From an optimization exercise on the open Yosys and OpenROAD flow, aimed at small area, a short achievable clock period and few clock cycles; shortcuts taken in it are not production practice. At most, simulation tests tie the RTL to the original design; equivalence was not proved. For runs 2 to 4, only the layout was checked, not whether the RTL still works.

===== flow/config.mk =====
export PLATFORM = sky130hd
export DESIGN_NAME = divider
export DESIGN_NICKNAME = divider
export VERILOG_FILES = /design/flow/design.v
export SDC_FILE = /design/flow/constraint.sdc
export NUM_CORES = 4
export LEC_CHECK = 0
export CAP_MARGIN = 20
export CORE_MARGIN = 2
export CORE_UTILIZATION = 40
export SLEW_MARGIN = 20

===== flow/constraint.sdc =====
create_clock -name core_clock -period 6.0 [get_ports {clk}]
set_input_delay 1.2000 -clock core_clock [delete_from_list [all_inputs] [get_ports {clk}]]
set_output_delay 1.2000 -clock core_clock [all_outputs]
set_load 0.01 [all_outputs]

===== flow/design.v =====
module dffen(q,d,clk,reset,en);
   parameter N = 1;
   input logic [N-1:0] d;
   input logic 	       clk;
   input logic 	       reset;
   input logic 	       en;
   output logic [N-1:0] q;
   always_ff@(posedge clk)
     begin
	if(reset)
	  begin
	     q <= 1'b0;
	  end
	else
	  begin
	     q <= en ? d : q;
	  end
     end  
endmodule  
module shiftregbit(clk,reset,b,valid,out);
   input logic clk;
   input logic reset;
   input logic b;
   input logic valid;
   parameter W = 32;
   output logic [W-1:0] out;
   for(genvar i = 0; i < W; i = i + 1)
     begin : sr
	if(i==0)
	  begin
	     dffen #(.N(1)) ff (.clk(clk), .reset(reset), .en(valid), .d(b), .q(out[0]));
	  end
	else
	  begin
	     dffen #(.N(1)) ff (.clk(clk), .reset(reset), .en(valid), .d(out[i-1]), .q(out[i]));	     
	  end
     end
endmodule
module divider(clk,
	       reset,
	       srcA,
	       srcB,
	       rob_ptr_in,
	       prf_ptr_in,	     
	       is_signed_div,
	       is_rem,
	       start_div,
	       y,
	       rob_ptr_out,
	       prf_ptr_out,
	       ready,
	       complete
	       );
   parameter LG_W = 5;
   localparam W = 1<<LG_W;
   localparam W2 = 2*W;
   input logic clk;
   input logic reset;
   input logic [W-1:0] srcA;
   input logic [W-1:0] srcB;
   input logic [5-1:0] rob_ptr_in;
   input logic [6-1:0] prf_ptr_in;
   input logic 	      is_signed_div;
   input logic 	      is_rem;
   input logic 	      start_div;
   output logic [W2-1:0] y;
   output logic [5-1:0] rob_ptr_out;
   output logic [6-1:0] prf_ptr_out;
   output logic        ready;
   output logic        complete;
   typedef enum logic [1:0] {IDLE = 'd0,
			     DIVIDE = 'd1,
			     PACK_OUTPUT = 'd2,
			     WAIT_FOR_WB = 'd3
			     } state_t;
   state_t r_state, n_state;
   logic 	r_is_signed, n_is_signed;
   logic 	r_sign, n_sign;
   logic 	r_rem_sign, n_rem_sign;
   logic 	r_is_rem_op, n_is_rem_op;
   logic [5-1:0] r_rob_ptr, n_rob_ptr;
   logic [6-1:0] r_gpr_prf_ptr, n_gpr_prf_ptr;
   logic [W-1:0] 		    r_A, n_A, r_B, n_B;
   logic [W2-1:0] 		    r_Y, n_Y;
   logic [W2-1:0] 		    r_D, n_D, r_R, n_R;
   logic [W-1:0] 		    t_ss;
   logic [LG_W-1:0] 		    r_idx, n_idx;
   logic 			    t_bit,t_valid;
   always_ff@(posedge clk)
     begin
	if(reset)
	  begin
	     r_state <= IDLE;
	     r_rob_ptr <= 'd0;
	     r_gpr_prf_ptr <= 'd0;
	     r_is_signed <= 1'b0;
	     r_sign <= 1'b0;
	     r_rem_sign <= 1'b0;
	     r_is_rem_op <= 1'b0;
	     r_A <= 'd0;
	     r_B <= 'd0;
	     r_Y <= 'd0;
	     r_D <= 'd0;
	     r_R <= 'd0;
	     r_idx <= 'd0;
	  end
	else
	  begin
	     r_state <= n_state;
	     r_rob_ptr <= n_rob_ptr;
	     r_gpr_prf_ptr <= n_gpr_prf_ptr;
	     r_is_signed <= n_is_signed;
	     r_sign <= n_sign;
	     r_rem_sign <= n_rem_sign;
	     r_is_rem_op <= n_is_rem_op;
	     r_A <= n_A;
	     r_B <= n_B;
	     r_Y <= n_Y;
	     r_D <= n_D;
	     r_R <= n_R;
	     r_idx <= n_idx;
	  end
     end
   shiftregbit #(.W(W)) ss
     (.clk(clk), .reset(reset), .b(t_bit), .valid(t_valid), .out(t_ss));
   always_comb
     begin
	n_rob_ptr = r_rob_ptr;
	n_gpr_prf_ptr = r_gpr_prf_ptr;
	n_state = r_state;
	n_is_signed = r_is_signed;
	n_sign = r_sign;
	n_rem_sign = r_rem_sign;
	n_is_rem_op = r_is_rem_op;
	n_A = r_A;
	n_B = r_B;
	n_Y = r_Y;
	n_D = r_D;
	n_R = r_R;
	n_idx = r_idx;
	t_bit = 1'b0;
	t_valid = 1'b0;
	ready = (r_state == IDLE) & !start_div;
	rob_ptr_out = r_rob_ptr;
	prf_ptr_out = r_gpr_prf_ptr;
	y = r_Y;
	complete = 1'b0;
	unique case (r_state)
	  IDLE:
	    begin
	       n_rob_ptr = rob_ptr_in;
	       n_gpr_prf_ptr = prf_ptr_in;
	       n_is_rem_op = is_rem;
	       n_is_signed = is_signed_div;
	       n_state = start_div ? DIVIDE : IDLE;
	       n_idx = W-1;
	       n_sign = srcA[W-1] ^ srcB[W-1];
	       n_rem_sign = srcA[W-1];
	       n_A = is_signed_div & srcA[W-1] ? ((~srcA) + 'd1) : srcA;
	       n_B = is_signed_div & srcB[W-1] ? ((~srcB) + 'd1) : srcB;
	       n_D = {n_B, {W{1'b0}}};
	       n_R = {{W{1'b0}}, n_A};
	    end
	  DIVIDE:
	    begin
	       if({r_R[W2-2:0], 1'b0} >= r_D)
		 begin
		    n_R = {r_R[W2-2:0], 1'b0} - r_D;
		    t_bit = 1'b1;
		    t_valid = 1'b1;		    
		 end
	       else
		 begin
		    n_R = {r_R[W2-2:0], 1'b0};
		    t_bit = 1'b0;
		    t_valid = 1'b1;
		 end
	       n_state = (r_idx == 'd0) ? PACK_OUTPUT : DIVIDE;
	       n_idx = r_idx - 'd1;
	    end  
	  PACK_OUTPUT:
	    begin
	       n_state = WAIT_FOR_WB;	       
	       n_Y[W-1:0] = t_ss;
	       n_Y[W2-1:W] = n_R[W2-1:W];
	       if(r_is_signed && r_sign)
		 begin
		    n_Y[W-1:0] = (~t_ss) +'d1;
		 end
	       if(r_is_signed && r_rem_sign)
		 begin
		    n_Y[W2-1:W] = (~n_R[W2-1:W]) + 'd1;
		 end
	       if(r_is_rem_op)
		 begin
		    n_Y[W-1:0] = n_Y[W2-1:W];
		 end
	    end
	  WAIT_FOR_WB:
	    begin
	       complete =1'b1;
	       n_state = IDLE;
	    end
	  default:
	    begin
	    end
	endcase  
     end  
endmodule  

===== flow/run.sh =====
#!/bin/bash
# synth_recipe.tcl (not shown) runs the flow's synth.tcl, then flattens the netlist and writes it again
# the make line also repeats each setting of config.mk as NAME=value (left out here)
make -C /OpenROAD-flow-scripts/flow DESIGN_CONFIG=/design/flow/config.mk WORK_HOME=/design/flow/orfs CLKGATE_MAP_FILE= SYNTH_SCRIPT=/design/flow/synth_recipe.tcl finish

==> metrics.md, run 1 <==
| Metric | Value |
|---|---|
| Critical-path maximum fanout | 6 |
| Reg area | 4290 µm² |
| Net count after synthesis | 1821 |
| All-layer global routing usage | 0.2210 |
| Commonest cells after routing, fill and taps aside | 237 x nand2_1, 211 x dfxtp_1, 193 x nor2_1, 184 x a21oi_1, 155 x clkdlybuf4s50_1 |
| Grt ovf | 0 |
| Startpoint types | input pin |
| Ys Warns | 2 |
| Compound-cell area share of the yosys netlist | 0.2354 |
| Hold_buf cts | 0 |
| Ys flop type | dfxtp_1 |
| EDFF count, synth | 0 |
| Hold Fails Final Rpt | 0 |
| HP Start | r_rob_ptr[3] |
| Synthesized flop and latch total | 214 |
| Setup violators final | 0 |
| Multi-input gate area | 7916 µm² |
| Fmax | 252.4 MHz |
| First-pass DRT Iterations | 5 |
| Met1 Usage GRT | 0.2980 |
| Cell taking the most area after synthesis | dfxtp_1 |
| Post-DP HPWL | 27650 µm |
| DRC violations left | 0 |
| Clock buffer depth | 3 |
| Setup repair bufs after CTS | 0 |
| Syn Inst Count | 1703 |
| Finished Core Util | 0.4894 |
| Met3 GRT Util | 0.03336 |
| Wire per inst | 16.93 µm |
| Worst Hold End | r_rob_ptr[3] |
| Clock-pin slew on the worst setup and hold paths | 0.06 ns |
| Max stage delay cell, worst path | nor4_1 |
| Setup TNS | 0 ns |
| Distinct cells, synth | 72 |
| Mapped Area | 12830 µm² |
| Area Growth Syn to Fin | 20.35% |
| Unrepaired setup endpoints after global routing | no |
| Final WL | 37390 µm |
| Max cap viols | 0 |
| GPL Wtd Cong | 0.8957 |
| Simple-gate portion of the synthesized area | 0.2231 |
| Setup crit end kind | flip-flop |
| WHS Path Cells | 2 |
| Post-synthesis sequential area ratio | 0.3339 |
| Worst EP arrival | 4.38 ns |
| Post-synthesis mux area share | 0.02662 |
| Die area | 33530 µm² |
| Worst R2R End | r_R[56] |
| TritonCTS Buffers | 25 |
| Slowest stage delay, CP | 0.70 ns |
| Share of layout cells above drive strength 1 | 0.04820 |
| Crit share post-route | 0.6602 |
| FP Rows | 65 |
| Synth area leaders | dfxtp_1 33%, a21oi_1 7.2%, nand2_1 6.9%, nor2_1 5.7%, xnor2_1 4.7% |
| Req. time, crit path | 6.42 ns |
| Via/cell ratio | 5.530 |
| Starting Density | 0.4067 |
| Vias in the first global route | 11560 |
| Synth Area in Adders | 0.03764 |
| Largest family of logic cells by synthesized area | compound AO/OA/AOI/OAI gates |
| Path type of the worst min-delay path | flip-flop to flip-flop |
| Antenna Nets Post-Route | 0 |
| Commonest non-fill, non-tap cell in the layout | nand2_1 |
| Post-synth top area share | 0.3339 |
| Pin count of the biggest net entering global routing | 71 |
| Critical R2R Launch | r_R[32] |
| Finished Layout Cells | 2208 |
| Synth Area in XOR/XNOR | 0.09214 |
| IO buf count | 156 |
| Overall die width | 183.1 µm |
| Core ar. | 31560 µm² |
| H-tree depth | 1 |
| Worst-Margin Slew | 0.8650 ns |
| Clock root cell | clkbuf_16 |
| Initial antenna violation count | 1 |
| Ports | 157 |
| Post-cts sizing count | 0 |
| # nets final | 1905 |
| Slew margin rel. | 0.4172 |
| # clock sinks | 214 |
| Tmin final | 3.961 ns |
| CTS tree | yes |
| Flop-to-flop setup slack | 2.67 ns |
| Status | finished clean |
| Via count | 12210 |
| Worst skew pair latency | 0.53 ns |
| Final Max Slew Viols | 0 |
| Worst Reg-to-Reg Cells | 10 |
| GR Util met2 | 0.3702 |
| Layout fillers | 3200 |
| Die Y | 183.1 µm |
| Layout Skew | 0.01696 ns |
| Most used routing layer | met2 |
| Placed insts | 2162 |
| Avg Synthesized Cell Area | 7.535 µm² |
| Initial DRC Count | 779 |
| First-pass GRT wire length | 60810 µm |
| Crit-path cells | clkdlybuf4s50_1 > nor4_1 > nand3_1 > nor3_1 > nand3_1 > nor4_1 > a21oi_1 > xnor2_1 > a211oi_1 |
| WS Path Type | input pin to flip-flop |
| Async SR Flop Fraction | 0 |
cells by family (layout without fill, tap and decap cells):
family          Yosys count  count (layout)
simple gates            628             628
compound gates          484             484
flops                   214             214
buf+inv                 170             272
xor+xnor                135             135
fa+ha+maj                38              38
mux                      34              34
other cells               0               1
worst max-delay path: cells and delay by family:
kind | cells | cell delay (ns)
and+or+nand+nor | 5 | 2.11
buffers and inverters | 1 | 0.49
AOI/OAI and AO/OA | 2 | 0.41
xor gates and xnor gates | 1 | 0.16
through the flow:
step | cell area (µm²) | setup WS (ns) | hold slack (ns)
finish | 15440 | 2.039 | 0.4529
global route | 15440 | 1.684 | 0.4679
CTS | 15430 | 2.069 | 0.4538
detailed placement | 14570 | 1.602 | 0.4457
global placement | 14570 | 1.659 | 0.4426
floorplan | 12830 | 2.612 | 0.4319
state kept, by name, indices dropped and copies added (netlist names), named ones only:
| signal | count |
|---|---|
| r_rob_ptr | 5 |
| r_R | 64 |
| r_D | 32 |
| r_idx | 5 |
| r_sign | 1 |
| r_gpr_prf_ptr | 6 |
| ss.sr.genblk1.ff.q | 32 |
| r_is_signed | 1 |
| r_rem_sign | 1 |
| r_Y | 64 |
| r_is_rem_op | 1 |
| r_state | 1 |
worst max path at each step:
| stage | from | slack [ns] | endpoint | depth (start not counted) |
|---|---|---|---|---|
| finish | srcB[2] | 2.04 | r_D[60] | 9 |
| detailed placement | srcB[4] | 1.60 | r_D[60] | 9 |
| CTS | srcB[4] | 2.07 | r_D[60] | 9 |
| floorplan | srcA[15] | 2.61 | r_R[26] | 8 |
| global placement | srcB[4] | 1.66 | r_D[62] | 9 |
| global route | srcB[2] | 1.68 | r_D[60] | 9 |
cell type report:
type | count | area share
antenna | 1 | 0.0001620
sequential | 214 | 0.2778
tap | 402 | 0.03257
inverter | 60 | 0.01458
clock buffer | 38 | 0.04950
multi-input combinational | 1319 | 0.5126
timing repair buffer | 167 | 0.1065
clock inverter | 7 | 0.006238
Yosys cell counts (all sizes together) (4+ instances only):
| cell | instances |
|---|---|
| a2111oi | 4 |
| a211oi | 57 |
| a21boi | 4 |
| a21o | 12 |
| a21oi | 184 |
| a311oi | 8 |
| a31o | 4 |
| a31oi | 13 |
| and2 | 12 |
| and3 | 16 |
| buf | 16 |
| clkbuf | 94 |
| dfxtp | 214 |
| ha | 37 |
| inv | 60 |
| mux2i | 33 |
| nand2 | 237 |
| nand2b | 12 |
| nand3 | 20 |
| nand4 | 14 |
| nor2 | 194 |
| nor2b | 7 |
| nor3 | 44 |
| nor4 | 21 |
| o211ai | 25 |
| o21ai | 101 |
| o21bai | 5 |
| o22ai | 7 |
| o2bb2a | 4 |
| o311ai | 6 |
| o31ai | 16 |
| o41ai | 12 |
| or2 | 8 |
| or3 | 19 |
| or4 | 13 |
| xnor2 | 69 |
| xor2 | 66 |
metal layers:
metal | up-vias | share of wire
li1 | 6191 | -
met1 | 5702 | 0.46
met2 | 266 | 0.47
met3 | 50 | 0.046
met4 | 2 | 0.023
met5 | - | 0.00035
Testbench counts, summed over its fixed seeds: cycles 83,992.
==> inputs of run 2 (changes only) <==
==> flow/design.v (replaced) <==
module shiftregbit(clk,reset,b,valid,out);
   input logic clk;
   input logic reset;
   input logic b;
   input logic valid;
   parameter W = 32;
   output logic [W-1:0] out;
   always_ff@(posedge clk)
     begin
	if(reset)
	  out <= 'd0;
	else if(valid)
	  out <= {out[W-2:0], b};
     end
endmodule
module divider(clk,
	       reset,
	       srcA,
	       srcB,
	       rob_ptr_in,
	       prf_ptr_in,
	       is_signed_div,
	       is_rem,
	       start_div,
	       y,
	       rob_ptr_out,
	       prf_ptr_out,
	       ready,
	       complete
	       );
   input logic clk;
   input logic reset;
   input logic [31:0] srcA;
   input logic [31:0] srcB;
   input logic [5-1:0] rob_ptr_in;
   input logic [6-1:0] prf_ptr_in;
   input logic 	      is_signed_div;
   input logic 	      is_rem;
   input logic 	      start_div;
   output logic [63:0] y;
   output logic [5-1:0] rob_ptr_out;
   output logic [6-1:0] prf_ptr_out;
   output logic        ready;
   output logic        complete;
   localparam logic [2:0] IDLE = 3'd0,
			  NORM = 3'd1,
			  ITER = 3'd2,
			  FIX  = 3'd3,
			  DONE = 3'd4;
   logic [2:0] r_state, n_state;
   logic [31:0] r_R, n_R;    
   logic [31:0] r_D, n_D;    
   logic [31:0] r_Q, n_Q;    
   logic [4:0] 	r_cnt, n_cnt;
   logic 	r_negq, n_negq, r_negr, n_negr, r_is_rem, n_is_rem;
   logic [5-1:0] r_rob_ptr, n_rob_ptr;
   logic [6-1:0] r_prf_ptr, n_prf_ptr;
   function automatic [5:0] lzc32(input [31:0] x);
      integer i;
      begin
	 lzc32 = 6'd32;
	 for (i = 0; i < 32; i = i + 1)
	   if (x[i]) lzc32 = 6'(31 - i);
      end
   endfunction
   logic 	accept;
   logic [5:0] 	t_la, t_lb, t_k;
   logic [32:0] t_diff;
   logic 	t_ge;
   always_ff@(posedge clk)
     begin
	if(reset)
	  r_state <= IDLE;
	else
	  r_state <= n_state;
	r_R <= n_R;
	r_D <= n_D;
	r_Q <= n_Q;
	r_cnt <= n_cnt;
	r_negq <= n_negq;
	r_negr <= n_negr;
	r_is_rem <= n_is_rem;
	r_rob_ptr <= n_rob_ptr;
	r_prf_ptr <= n_prf_ptr;
     end
   always_comb
     begin
	ready = ((r_state == IDLE) | (r_state == DONE)) & !start_div;
	accept = ((r_state == IDLE) | (r_state == DONE)) & start_div;
	complete = (r_state == DONE);
	y = {r_R, r_is_rem ? r_R : r_Q};
	rob_ptr_out = r_rob_ptr;
	prf_ptr_out = r_prf_ptr;
	t_la = lzc32(r_R);
	t_lb = lzc32(r_D);
	t_k = t_lb - t_la;
	t_diff = {1'b0, r_R} - {1'b0, r_D};
	t_ge = !t_diff[32];
	n_state = r_state;
	n_R = r_R;
	n_D = r_D;
	n_Q = r_Q;
	n_cnt = r_cnt;
	n_negq = r_negq;
	n_negr = r_negr;
	n_is_rem = r_is_rem;
	n_rob_ptr = r_rob_ptr;
	n_prf_ptr = r_prf_ptr;
	case (r_state)
	  NORM:
	    begin
	       n_cnt = t_k[4:0];
	       n_D = r_D << t_k[4:0];
	       if (r_D == 32'd0)
		 begin
		    n_Q = 32'hffffffff;
		    n_state = (r_negr | (r_negq & !r_is_rem)) ? FIX : DONE;
		 end
	       else if (t_k[5])
		 begin
		    n_Q = 32'd0;
		    n_state = (r_negr | (r_negq & !r_is_rem)) ? FIX : DONE;
		 end
	       else
		 begin
		    n_Q = 32'd0;
		    n_state = ITER;
		 end
	    end
	  ITER:
	    begin
	       if (t_ge)
		 n_R = t_diff[31:0];
	       n_Q = {r_Q[30:0], t_ge};
	       n_D = r_D >> 1;
	       n_cnt = r_cnt - 5'd1;
	       if (r_cnt == 5'd0)
		 n_state = (r_negr | (r_negq & !r_is_rem)) ? FIX : DONE;
	    end
	  FIX:
	    begin
	       if (r_negr)
		 n_R = (~r_R) + 32'd1;
	       if (r_negq)
		 n_Q = (~r_Q) + 32'd1;
	       n_state = DONE;
	    end
	  DONE:
	    n_state = IDLE;
	  default:
	    begin
	    end
	endcase
	if (accept)
	  begin
	     n_state = NORM;
	     n_R = (is_signed_div & srcA[31]) ? ((~srcA) + 32'd1) : srcA;
	     n_D = (is_signed_div & srcB[31]) ? ((~srcB) + 32'd1) : srcB;
	     n_negq = is_signed_div & (srcA[31] ^ srcB[31]);
	     n_negr = is_signed_div & srcA[31];
	     n_is_rem = is_rem;
	     n_rob_ptr = rob_ptr_in;
	     n_prf_ptr = prf_ptr_in;
	  end
     end
endmodule
==> metrics.md, run 2 <==
| Metric | Value |
|---|---|
| HP Start | r_cnt[0] |
| Syn Inst Count | 1457 (-14%) |
| Starting Density | 0.4074 (+0.0007040) |
| Status | finished clean |
| Setup crit end kind | flip-flop |
| Post-synth top area share | 0.2845 (-0.04935) |
| Regs by FF count | r_D: 32 flops, r_Q: 32 flops, r_R: 32 flops |
| Worst EP arrival | 5.71 ns (+1.33 ns) |
| Clock root cell | clkbuf_16 |
| Final Max Slew Viols | 0 (unchanged) |
| Clock-pin slew on the worst setup and hold paths | 0.07 ns (about the same) |
| Setup violators final | 0 (unchanged) |
| Commonest non-fill, non-tap cell in the layout | clkdlybuf4s50_1 |
| Initial antenna violation count | 2 (+1) |
| Metal3 WL | 2921 µm (+71%) |
| Fmax | 180.2 MHz (-29%) |
| Vias in the first global route | 11040 (-4.5%) |
| Cell taking the most area after synthesis | edfxtp_1 |
| Top layer in use | met5 |
| Synth area leaders | edfxtp_1 28%, xnor2_1 5.3%, a21oi_1 5.1%, ha_1 4.7%, nand2_1 4.5% |
| N_diodes | 0 (-1) |
| Grt ovf | 0 (unchanged) |
| Pin count of the biggest net entering global routing | 82 (+15%) |
| Critical R2R Launch | r_D[0] |
| Startpoint types | flip-flop |
| Net count after synthesis | 1585 (-13%) |
| Crit share post-route | 0.9251 (+0.2648) |
| Ports | 157 (unchanged) |
| Synth Area in XOR/XNOR | 0.08659 (-0.005552) |
| EDFF count, synth | 115 (+115) |
| Async SR Flop Fraction | 0 (unchanged) |
| Pre-CTS setup slack | 0.6304 ns (-0.9717 ns) |
| Via count | 11950 (-2.2%) |
| Slew margin rel. | 0.3361 (-0.08119) |
| Synth Area in Adders | 0.05072 (+0.01308) |
| Post-synthesis mux area share | 0.09401 (+0.06739) |
| Simple-gate portion of the synthesized area | 0.1852 (-0.03785) |
| WS Path Type | flip-flop to flip-flop |
| Overall die width | 178.2 µm (-2.7%) |
| Mapped Area | 12140 µm² (-5.4%) |
| Synthesized flop and latch total | 118 (-45%) |
| Post-synthesis sequential area ratio | 0.2895 (-0.04440) |
| Worst-Margin Slew | 0.9923 ns (+0.1273 ns) |
| Layout Skew | 0.01569 ns (-0.001265 ns) |
| Path type of the worst min-delay path | flip-flop to flip-flop |
| Setup repair bufs after CTS | 0 (unchanged) |
| Setup TNS | 0 ns (unchanged) |
| Ys Warns | 1 (-1) |
| Final setup margin | 0.4497 ns (-1.589 ns) |
| Commonest cells after routing, fill and taps aside | 156 x clkdlybuf4s50_1, 144 x nand2_1, 132 x nor2_1, 123 x a21oi_1, 115 x edfxtp_1 |
| Met2 wirelength from detailed routing | 19400 µm (+11%) |
| Unrepaired setup endpoints after global routing | no |
| Finished Core Util | 0.4932 (+0.003826) |
| H-tree depth | 4 (+3) |
| CTS tree | yes |
| First-pass GRT wire length | 64160 µm (+5.5%) |
| Tmin final | 5.550 ns (+1.589 ns) |
| Top-count cell post-synth | nand2_1 |
| Worst skew pair latency | 0.43 ns (-0.10 ns) |
| Layout fillers | 2894 (-9.6%) |
| DRC violations left | 0 (unchanged) |
| Met1 wire length | 18770 µm (+8.4%) |
| First-pass DRT Iterations | 5 (unchanged) |
| Compound-cell area share of the yosys netlist | 0.2468 (+0.01140) |
| Most Frequent Cell on Critical Path | a211oi_1 |
| Antenna Nets Post-Route | 0 (unchanged) |
| # clock sinks | 118 (-45%) |
| Distinct cells, synth | 76 (+5.6%) |
| Avg Synthesized Cell Area | 8.331 µm² (+11%) |
| Crit path from | r_D[0] |
| Initial DRC Count | 1101 (+41%) |
| Die area | 31750 µm² (-5.3%) |
| IO buf count | 156 (unchanged) |
| Max stage delay cell, worst path | fa_1 |
| Min Hold Slack | 0.6370 ns (+0.1842 ns) |
| FP Rows | 63 (-3.1%) |
| Ys flop type | edfxtp_1 |
| Slowest stage delay, CP | 0.56 ns (-0.14 ns) |
| Die Y | 178.2 µm (-2.7%) |
| Crit-path cells | nor2_1 > o311ai_0 > a311oi_1 > o31ai_1 > a211oi_1 > o311ai_0 > a311o_1 > a311oi_1 > nor3_1 > fa_1 > buf_4 > mux4_2 > mux2i_1 > a211oi_1 > a31oi_1 > nor2_1 > a211oi_1 > a21oi_1 |
| GPL Wtd Cong | 0.9088 (+1.5%) |
| Hold_buf cts | 0 (unchanged) |
| Share of layout cells above drive strength 1 | 0.08833 (+0.04013) |
| Via/cell ratio | 6.049 (+9.4%) |
| Hold Fails Final Rpt | 0 (unchanged) |
| Final WL | 41860 µm (+12%) |
| Synth top cells by count | 144 x nand2_1, 133 x nor2_1, 123 x a21oi_1 |
| Critical-path maximum fanout | 31 (+25) |
| Clock buffer depth | 2 (-1) |
| Max cap viols | 0 (unchanged) |
| Area Growth Syn to Fin | 21.08% |
| Req. time, crit path | 6.16 ns (-0.26 ns) |
| All-layer global routing usage | 0.2629 (+0.04185) |
| Wire per inst | 21.19 µm (+25%) |
| Core ar. | 29800 µm² (-5.6%) |
| Post-cts sizing count | 0 (unchanged) |
| Post-DP HPWL | 31510 µm (+14%) |
| Largest family of logic cells by synthesized area | compound AO/OA/AOI/OAI gates |
| TritonCTS Buffers | 17 (-32%) |
| # nets final | 1700 (-11%) |
## run 2: changes by cell type after synthesis, sizes merged, moves of 14 or more
cell	change
dfxtp	-211
edfxtp	+115
nand2	-93
a21oi	-61
nor2	-60
mux2	+33
clkbuf	-24
a211oi	-19
xor2	-19
a22oi	+15
mux4	+15
o21a	+14
## run 2: cells by family after synthesis
family                   after synthesis
buffers and inverters                151
multiplexers                          91
XOR/XNOR                             120
AO/OA/AOI/OAI                        461
flip-flops                           118
AND/OR/NAND/NOR                      468
adder cells (fa/ha/maj)               48
## run 2: area by class of cell
cell class | count | area [µm²] | share of cell area
timing repair buffer | 181 | 1762 | 0.1199
sequential | 118 | 3515 | 0.2391
inverter | 66 | 247.7 | 0.01686
multi-input combinational | 1188 | 8090 | 0.5505
clock inverter | 15 | 168.9 | 0.01149
clock buffer | 17 | 425.4 | 0.02895
tap | 390 | 488.0 | 0.03320
## run 2: path summary, 6_finish.rpt
kind	endpoint	slack, ns	depth (start not counted)
worst max-delay path	r_D[23]	0.45	18
worst min-delay path	r_cnt[0]	0.64	1
worst max register to register	r_D[23]	0.45	18
worst min register to register	r_cnt[0]	0.64	1
## run 2: stage by stage
step	area (µm²)	std cells
final	14700	1975
after global routing	14700	1975
after CTS	14700	1975
after detailed placement	14100	1943
after global placement	14100	1943
after floorplan	12140	1457
## run 2: layer usage
layer,global-route usage,vias to the layer above
li1,-,5722
met1,0.3713,5707
met2,0.4142,458
met3,0.04540,55
met4,0.07148,4
met5,0,-
## run 2: critical path: cells and delay by family, from the launching register on
family | cells | cell delay [ns]
multiplexers | 2 | 0.93
flip-flops | 1 | 0.52
AND/OR/NAND/NOR | 3 | 0.41
AO/OA/AOI/OAI | 11 | 2.50
buffers and inverters | 1 | 0.34
adder cells (fa/ha/maj) | 1 | 0.56
==> inputs of run 3 (changes only) <==
--- a/flow/design.v
+++ b/flow/design.v
@@ -112,17 +112,19 @@
 	       n_cnt = t_k[4:0];
 	       n_D = r_D << t_k[4:0];
+	       n_Q = {32{r_negq}};
 	       if (r_D == 32'd0)
 		 begin
-		    n_Q = 32'hffffffff;
-		    n_state = (r_negr | (r_negq & !r_is_rem)) ? FIX : DONE;
+		    n_Q = r_negq ? 32'd1 : 32'hffffffff;
+		    n_state = r_negr ? FIX : DONE;
 		 end
-	       else if (t_k[5])
+	       else if (!t_ge)
 		 begin
 		    n_Q = 32'd0;
-		    n_state = (r_negr | (r_negq & !r_is_rem)) ? FIX : DONE;
+		    n_state = r_negr ? FIX : DONE;
 		 end
 	       else
 		 begin
-		    n_Q = 32'd0;
+		    if (r_negq)
+		      n_R = t_diff[31:0];
 		    n_state = ITER;
 		 end
@@ -132,16 +134,13 @@
 	       if (t_ge)
 		 n_R = t_diff[31:0];
-	       n_Q = {r_Q[30:0], t_ge};
+	       n_Q = {r_Q[30:0], t_ge ^ r_negq};
 	       n_D = r_D >> 1;
 	       n_cnt = r_cnt - 5'd1;
 	       if (r_cnt == 5'd0)
-		 n_state = (r_negr | (r_negq & !r_is_rem)) ? FIX : DONE;
+		 n_state = r_negr ? FIX : DONE;
 	    end
 	  FIX:
 	    begin
-	       if (r_negr)
-		 n_R = (~r_R) + 32'd1;
-	       if (r_negq)
-		 n_Q = (~r_Q) + 32'd1;
+	       n_R = (~r_R) + 32'd1;
 	       n_state = DONE;
 	    end
--- a/flow/config.mk
+++ b/flow/config.mk
@@ -6,6 +6,8 @@
 export NUM_CORES = 4
 export LEC_CHECK = 0
+export ABC_CLOCK_PERIOD_IN_PS = 3000
 export CAP_MARGIN = 20
 export CORE_MARGIN = 2
 export CORE_UTILIZATION = 40
+export SETUP_SLACK_MARGIN = 3.0
 export SLEW_MARGIN = 20
==> metrics.md, run 3 <==
| Metric | Value |
|---|---|
| Synth top cells by count | 119 x nor2_1, 115 x edfxtp_1, 105 x a21oi_1 |
| GPL Wtd Cong | 0.9364 (+3.0%) |
| N_diodes | 0 (unchanged) |
| Starting Density | 0.4048 (-0.002518) |
| Crit share post-route | 0.8105 (-0.1145) |
| FP Rows | 62 (-1.6%) |
| Initial antenna violation count | 0 (-2) |
| Met3 GRT Util | 0.05031 (+0.004910) |
| Simple-gate portion of the synthesized area | 0.1695 (-0.01570) |
| DRC violations left | 0 (unchanged) |
| Worst skew pair latency | 0.43 ns (about the same) |
| Multi-input gate area | 8384 µm² (+3.6%) |
| Fin area | 16200 µm² (+10%) |
| Setup violators final | 0 (unchanged) |
| Synth Area in XOR/XNOR | 0.08845 (+0.001860) |
| Initial DRC Count | 1165 (+5.8%) |
| Worst-Margin Slew | 0.9193 ns (-0.07294 ns) |
| Net count after synthesis | 1442 (-9.0%) |
| Area after DPL | 13710 µm² (-2.8%) |
| Regs by FF count | r_D: 32 flops, r_Q: 32 flops, r_R: 32 flops |
| Vias in the first global route | 11430 (+3.6%) |
| CTS tree | yes |
| EDFF count, synth | 115 (unchanged) |
| Avg Synthesized Cell Area | 8.782 µm² (+5.4%) |
| Commonest non-fill, non-tap cell in the layout | edfxtp_1 |
| Overall die width | 174.0 µm (-2.4%) |
| Die Y | 174.0 µm (-2.4%) |
| Synth Area in Adders | 0.05110 (+0.0003824) |
| Layout Skew | 0.01057 ns (-0.005120 ns) |
| Final setup margin | 1.137 ns (+0.6872 ns) |
| GR Util met2 | 0.4653 (+0.05106) |
| Clock buffer depth | 2 (unchanged) |
| Cell taking the most area after synthesis | edfxtp_1 |
| First-pass GRT wire length | 65910 µm (+2.7%) |
| Wire per inst | 22.37 µm (+5.6%) |
| Worst Reg-to-Reg Cells | 18 (unchanged) |
| Compound-cell area share of the yosys netlist | 0.2358 (-0.01099) |
| H-tree depth | 4 (unchanged) |
| Path type of the worst min-delay path | flip-flop to flip-flop |
| Req. time, crit path | 6.18 ns (+0.02 ns) |
| Hold_buf cts | 0 (unchanged) |
| Ports | 157 (unchanged) |
| Met1 Usage GRT | 0.3604 (-0.01087) |
| Clock root cell | clkbuf_16 |
| Post-synthesis sequential area ratio | 0.3040 (+0.01454) |
| Slew margin rel. | 0.3871 (+0.05107) |
| Post-synth top area share | 0.2988 (+0.01429) |
| Syn Inst Count | 1316 (-9.7%) |
| Final WL | 44010 µm (+5.1%) |
| Layout fillers | 2601 (-10%) |
| All-layer global routing usage | 0.2802 (+0.01734) |
| Unrepaired setup endpoints after global routing | yes |
| Post-synthesis mux area share | 0.1054 (+0.01143) |
| Critical R2R Launch | r_D[1] |
| Synthesized flop and latch total | 118 (unchanged) |
| Tmin final | 4.863 ns (-0.6872 ns) |
| Setup TNS | 0 ns (unchanged) |
| Crit path from | r_D[1] |
| Status | finished clean |
| Pre-CTS setup slack | 0.7100 ns (+0.07958 ns) |
| Hold Fails Final Rpt | 0 (unchanged) |
| Die area | 30270 µm² (-4.7%) |
| Reg area | 3513 µm² (about the same) |
| TritonCTS Buffers | 17 (unchanged) |
| HP Start | r_Q[6] |
| Area Growth Syn to Fin | 40.21% |
| Commonest cells after routing, fill and taps aside | 115 x edfxtp_1, 113 x buf_4, 109 x nor2_1, 108 x clkdlybuf4s50_1, 99 x nand2_1 |
| First-pass DRT Iterations | 5 (unchanged) |
| Mapped Area | 11560 µm² (-4.8%) |
| Ys Warns | 1 (unchanged) |
| Ys flop type | edfxtp_1 |
| IO buf count | 156 (unchanged) |
| Worst R2R End | r_D[19] |
| Async SR Flop Fraction | 0 (unchanged) |
| Largest family of logic cells by synthesized area | compound AO/OA/AOI/OAI gates |
| Worst Hold End | r_Q[7] |
| Most used routing layer | met2 |
| Worst EP arrival | 5.05 ns (-0.66 ns) |
| Flop-to-flop setup slack | 1.14 ns (+0.69 ns) |
| Critical-path maximum fanout | 6 (-81%) |
| Min Hold Slack | 0.5427 ns (-0.09429 ns) |
| Max cap viols | 0 (unchanged) |
| # clock sinks | 118 (unchanged) |
| Startpoint types | flip-flop |
| Via/cell ratio | 6.045 (about the same) |
| Fmax | 205.6 MHz (+14%) |
| Grt ovf | 0 (unchanged) |
| WHS Path Cells | 1 (unchanged) |
| Antenna Nets Post-Route | 0 (unchanged) |
| Synth area leaders | edfxtp_1 30%, ha_1 4.8%, xnor2_1 4.6%, a21oi_1 4.5%, xor2_1 4.0% |
| Core ar. | 28550 µm² (-4.2%) |
| Distinct cells, synth | 81 (+6.6%) |
| Setup crit end kind | flip-flop |
| Post-DP HPWL | 29900 µm (-5.1%) |
| Pin count of the biggest net entering global routing | 74 (-9.8%) |
| Final Max Slew Viols | 0 (unchanged) |
| Top-count cell post-synth | nor2_1 |
| Share of layout cells above drive strength 1 | 0.2495 (+0.1612) |
| Via count | 11890 (-0.46%) |
| Clock-pin slew on the worst setup and hold paths | 0.06 ns (about the same) |
| WS Path Type | flip-flop to flip-flop |
| # nets final | 1699 (-0.059%) |
[run 3: changes by cell type after synthesis, sizes merged, moves of 13 or more]
| cell | delta |
|---|---|
| a221o | +15 |
| nor2 | -13 |
| clkbuf | -14 |
| o21ai | -15 |
| a21o | +32 |
| nand2 | -39 |
| a21oi | -18 |
[run 3: cell type report]
type	instances	area share
Sequential cell	118	0.2168
Inverter	62	0.01475
Clock inverter	12	0.007104
Multi-Input combinational cell	1064	0.5174
Tap cell	384	0.02965
Clock buffer	17	0.02625
Timing Repair Buffer	310	0.1880
[run 3: worst max-delay path by stage]
| stage | cells after the start | slack (ns) | end |
|---|---|---|---|
| floorplan | 21 | 1.77 | r_D[25] |
| global placement | 19 | 0.78 | r_D[25] |
| detailed placement | 19 | 0.71 | r_D[25] |
| CTS | 18 | 1.34 | r_D[25] |
| global route | 18 | 1.03 | r_D[19] |
| finish | 18 | 1.14 | r_D[19] |
[run 3: repair_timing]
item,4_1_cts,5_1_grt
gates resized for setup,176,101
buffers inserted,70,48
pin swaps,36,44
gates cloned,7,2
endpoints found under the setup margin,169,123
[run 3: critical path: stages, from the launching register on]
cell	delay, ns
edfxtp_1	0.45
nand2b_1	0.19
a21oi_1	0.17
o21ai_0	0.12
a21oi_1	0.17
o21ai_0	0.12
a21oi_1	0.21
o221ai_1	0.15
a311o_1	0.41
ha_4	0.18
fa_4	0.83
buf_12	0.15
buf_6	0.09
mux4_2	0.54
nand2_2	0.09
o21ai_2	0.07
o211ai_1	0.25
a21oi_1	0.13
a221o_1	0.29
[run 3: cell families (layout without fill, tap and decap cells)]
family,Yosys count,in the layout
buf+inv,134,401
mux,97,97
flops,118,118
compound gates,411,411
simple gates,395,395
fa+ha+maj,46,46
xor+xnor,115,115
[run 3: through the flow]
step | instances | util
2_1_floorplan | 1316 | -
3_3_place_gp | 1811 | 0.4801
3_5_place_dp | 1811 | 0.4801
4_1_cts | 1917 | 0.5406
5_1_grt | 1967 | 0.5676
6_report | 1967 | 0.5676
[run 3: routing by layer]
metal	wire length [µm]	share of wire
met3	3228	0.073
met1	18700	0.42
met5	0	0
met2	20500	0.47
met4	1578	0.036
==> inputs of run 4 (changes only) <==
--- a/flow/config.mk
+++ b/flow/config.mk
@@ -6,8 +6,8 @@
 export NUM_CORES = 4
 export LEC_CHECK = 0
-export ABC_CLOCK_PERIOD_IN_PS = 3000
+export ABC_CLOCK_PERIOD_IN_PS = 3500
 export CAP_MARGIN = 20
 export CORE_MARGIN = 2
 export CORE_UTILIZATION = 40
-export SETUP_SLACK_MARGIN = 3.0
+export SETUP_SLACK_MARGIN = 2.5
 export SLEW_MARGIN = 20
==> metrics.md, run 4 <==
| Metric | Value |
|---|---|
| Status | finished clean |
| Slew margin rel. | 0.3902 (+0.003096) |
| First-pass GRT wire length | 63850 µm (-3.1%) |
| Unrepaired setup endpoints after global routing | yes |
| Worst skew pair latency | 0.43 ns (about the same) |
| Grt ovf | 0 (unchanged) |
| Wire per inst | 21.37 µm (-4.5%) |
| Regs by FF count | r_D: 32 flops, r_Q: 32 flops, r_R: 32 flops |
| Synth area leaders | edfxtp_1 30%, ha_1 4.8%, xnor2_1 4.6%, a21oi_1 4.5%, xor2_1 4.0% |
| Slowest stage delay, CP | 0.84 ns (about the same) |
| TritonCTS Buffers | 17 (unchanged) |
| FP Rows | 62 (unchanged) |
| EDFF count, synth | 115 (unchanged) |
| Via/cell ratio | 6.035 (-0.16%) |
| Commonest cells after routing, fill and taps aside | 154 x clkdlybuf4s50_1, 115 x nor2_1, 115 x edfxtp_1, 104 x buf_4, 100 x nand2_1 |
| Syn Inst Count | 1316 (unchanged) |
| Async SR Flop Fraction | 0 (unchanged) |
| Path type of the worst min-delay path | flip-flop to flip-flop |
| Distinct cells, synth | 81 (unchanged) |
| Commonest non-fill, non-tap cell in the layout | clkdlybuf4s50_1 |
| Ys Warns | 1 (unchanged) |
| Post-DP HPWL | 28750 µm (-3.8%) |
| Top-count cell post-synth | nor2_1 |
| Cell taking the most area after synthesis | edfxtp_1 |
| Most Frequent Cell on Critical Path | o31ai_1 |
| Core ar. | 28550 µm² (unchanged) |
| Pin count of the biggest net entering global routing | 75 (+1.4%) |
| Max stage delay cell, worst path | fa_4 |
| Initial DRC Count | 1241 (+6.5%) |
| Critical-path maximum fanout | 7 (+1) |
| H-tree depth | 4 (unchanged) |
| Overall die width | 174.0 µm (unchanged) |
| Net count after synthesis | 1442 (unchanged) |
| Mapped Area | 11560 µm² (unchanged) |
| Final Max Slew Viols | 0 (unchanged) |
| CTS tree | yes |
| Share of layout cells above drive strength 1 | 0.2056 (-0.04389) |
| Max cap viols | 0 (unchanged) |
| N_diodes | 0 (unchanged) |
| IO buf count | 156 (unchanged) |
| Flop-to-flop setup slack | 1.25 ns (+0.12 ns) |
| Tmin final | 4.746 ns (-0.1169 ns) |
| Hold Fails Final Rpt | 0 (unchanged) |
| Setup TNS | 0 ns (unchanged) |
| Avg Synthesized Cell Area | 8.782 µm² (unchanged) |
| Setup crit end kind | flip-flop |
| Startpoint types | flip-flop |
| Vias in the first global route | 11300 (-1.1%) |
| WS Path Type | flip-flop to flip-flop |
| Die area | 30270 µm² (unchanged) |
| Post-synth top area share | 0.2988 (unchanged) |
| Area Growth Syn to Fin | 35.37% |
| Die Y | 174.0 µm (unchanged) |
| WHS Path Cells | 1 (unchanged) |
| DRC violations left | 0 (unchanged) |
| Ports | 157 (unchanged) |
| Worst R2R End | r_D[29] |
| All-layer global routing usage | 0.2687 (-0.01152) |
| Synth top cells by count | 119 x nor2_1, 115 x edfxtp_1, 105 x a21oi_1 |
| Clock-pin slew on the worst setup and hold paths | 0.07 ns (about the same) |
| Worst EP arrival | 4.92 ns (-0.13 ns) |
| Worst Reg-to-Reg Cells | 20 (+2) |
| Fmax | 210.7 MHz (+2.5%) |
| # nets final | 1674 (-1.5%) |
| Post-synthesis sequential area ratio | 0.3040 (unchanged) |
| Synthesized flop and latch total | 118 (unchanged) |
| Starting Density | 0.4048 (unchanged) |
| Req. time, crit path | 6.17 ns (about the same) |
| Via count | 11740 (-1.3%) |
| Antenna Nets Post-Route | 0 (unchanged) |
| # clock sinks | 118 (unchanged) |
| HP Start | r_Q[1] |
| Critical R2R Launch | r_R[0] |
| Worst-Margin Slew | 0.9147 ns (-0.004645 ns) |
| Clock buffer depth | 2 (unchanged) |
| Setup violators final | 0 (unchanged) |
| Ys flop type | edfxtp_1 |
| Final WL | 41570 µm (-5.5%) |
| Worst Hold End | r_Q[2] |
| GPL Wtd Cong | 0.9290 (-0.79%) |
| Initial antenna violation count | 0 (unchanged) |
| First-pass DRT Iterations | 7 (+2) |
| Crit share post-route | 0.7910 (-0.01949) |
| Layout Skew | 0.01107 ns (+0.0004968 ns) |
| Crit-path cells | buf_4 > inv_2 > ha_4 > o31ai_1 > a21boi_0 > o31ai_1 > a21boi_1 > o31ai_1 > a211o_1 > a31o_2 > fa_4 > buf_12 > mux4_2 > buf_4 > nand2_1 > nand2_1 > mux2i_1 > o21ai_1 > a22oi_1 > o21ai_1 |
| Clock root cell | clkbuf_16 |
run 4: cell count changes in the layout (fill, tap and decap cells not counted), moves of 5 or more:
cell             change
a21oi_1              +9
dlygate4sd2_1       -34
nor2_1               +6
o21ai_0              +5
nor4_4               -6
buf_6               -13
clkdlybuf4s50_1     +46
a21oi_4              -7
buf_4                -9
inv_6                +7
run 4: cell type report:
class,instances,area [µm²]
tap,384,480.5
sequential,118,3513
inverter,62,232.7
clock inverter,15,141.4
fill,2621,12900
timing repair buffer,282,2731
multi-input combinational,1067,8120
clock buffer,17,425.4
run 4: cell families (layout without fill, tap and decap cells):
logic type,Yosys count,after routing,synth area share
compound gates,411,411,0.2358
simple gates,395,396,0.1695
buf+inv,134,376,0.04569
flops,118,118,0.3040
xor+xnor,115,117,0.08845
mux,97,97,0.1054
fa+ha+maj,46,46,0.05110
run 4: how the worst max path moves through the flow:
stage / end / cells past startpoint / slack (ns) / startpoint
after floorplan: r_D[25] / 21 / 1.77 / r_R[1]
final: r_D[29] / 20 / 1.25 / r_R[0]
after global routing: r_D[23] / 19 / 1.08 / r_R[0]
after CTS: r_D[25] / 20 / 1.36 / r_R[0]
after global placement: r_D[25] / 16 / 0.84 / r_D[0]
after detailed placement: r_D[25] / 16 / 0.74 / r_D[0]
run 4: layer usage:
metal,wire [µm],track usage
met1,17800,0.3553
met2,19080,0.4356
met3,3063,0.04199
met4,1633,0.1180
met5,0,0
run 4: critical path: cells and delay by family, from the launching register on:
| kind | cells | cell delay (ns) |
|---|---|---|
| muxes | 2 | 0.75 |
| adders and majority gates | 2 | 1.00 |
| buffers and inverters | 4 | 0.54 |
| AOI/OAI and AO/OA | 10 | 1.66 |
| DFF | 1 | 0.40 |
| and+or+nand+nor | 2 | 0.11 |
run 4: what timing repair did:
action | 4_1_cts | 5_1_grt
buffers inserted | 77 | 28
pin swaps | 39 | 25
endpoints found under the setup margin | 108 | 103
resized for setup | 86 | 40
gates cloned | 5 | 0
hold buffers | 0 | 0
run 4: through the flow:
step                utilization  worst slack, ns  cell area (µm²)  hold WS, ns  cells
global placement         0.4751           0.8362            13560       0.5252   1803
global route             0.5480            1.077            15650       0.5670   1945
floorplan                     -            1.767            11660       0.5167   1316
finish                   0.5480            1.254            15650       0.5379   1945
CTS                      0.5348            1.357            15270       0.5448   1917
detailed placement       0.4751           0.7442            13560       0.5311   1803

-- afterwards: timing with drivers on the ports --
The flow's constraints put no driver on any port. The routed layouts listed below were extracted and timed again, unchanged, in two steps. Step 1, drivers: a clkbuf_16 drives clk and a buf_2 each remaining input, both assumed. Step 2 adds t to the input delays and takes it off the output delays; t is the mean of the earliest and latest rising clock arrival at the registers after step 1. Input paths then give back, and output paths get back, about the clock's delay inside the block. Three values: ideal, step 1, step 2; two values: the first two.
run | shift t [ns] | slack for setup (ns) | cell pins on the clock port's net
run 1 | 0.571 | 2.039 / 2.068 / 1.497 | 1
run 2 | 0.474 | 0.450 / 0.450 / 0.450 | 1
run 3 | 0.481 | 1.137 / 1.137 / 1.137 | 1
run 4 | 0.479 | 1.254 / 1.254 / 1.254 | 1
After both steps setup and hold are still met in every run listed. For run 1, which loses most, drivers alone change the setup slack by +0.029 ns; drivers and shift together by -0.542 ns.
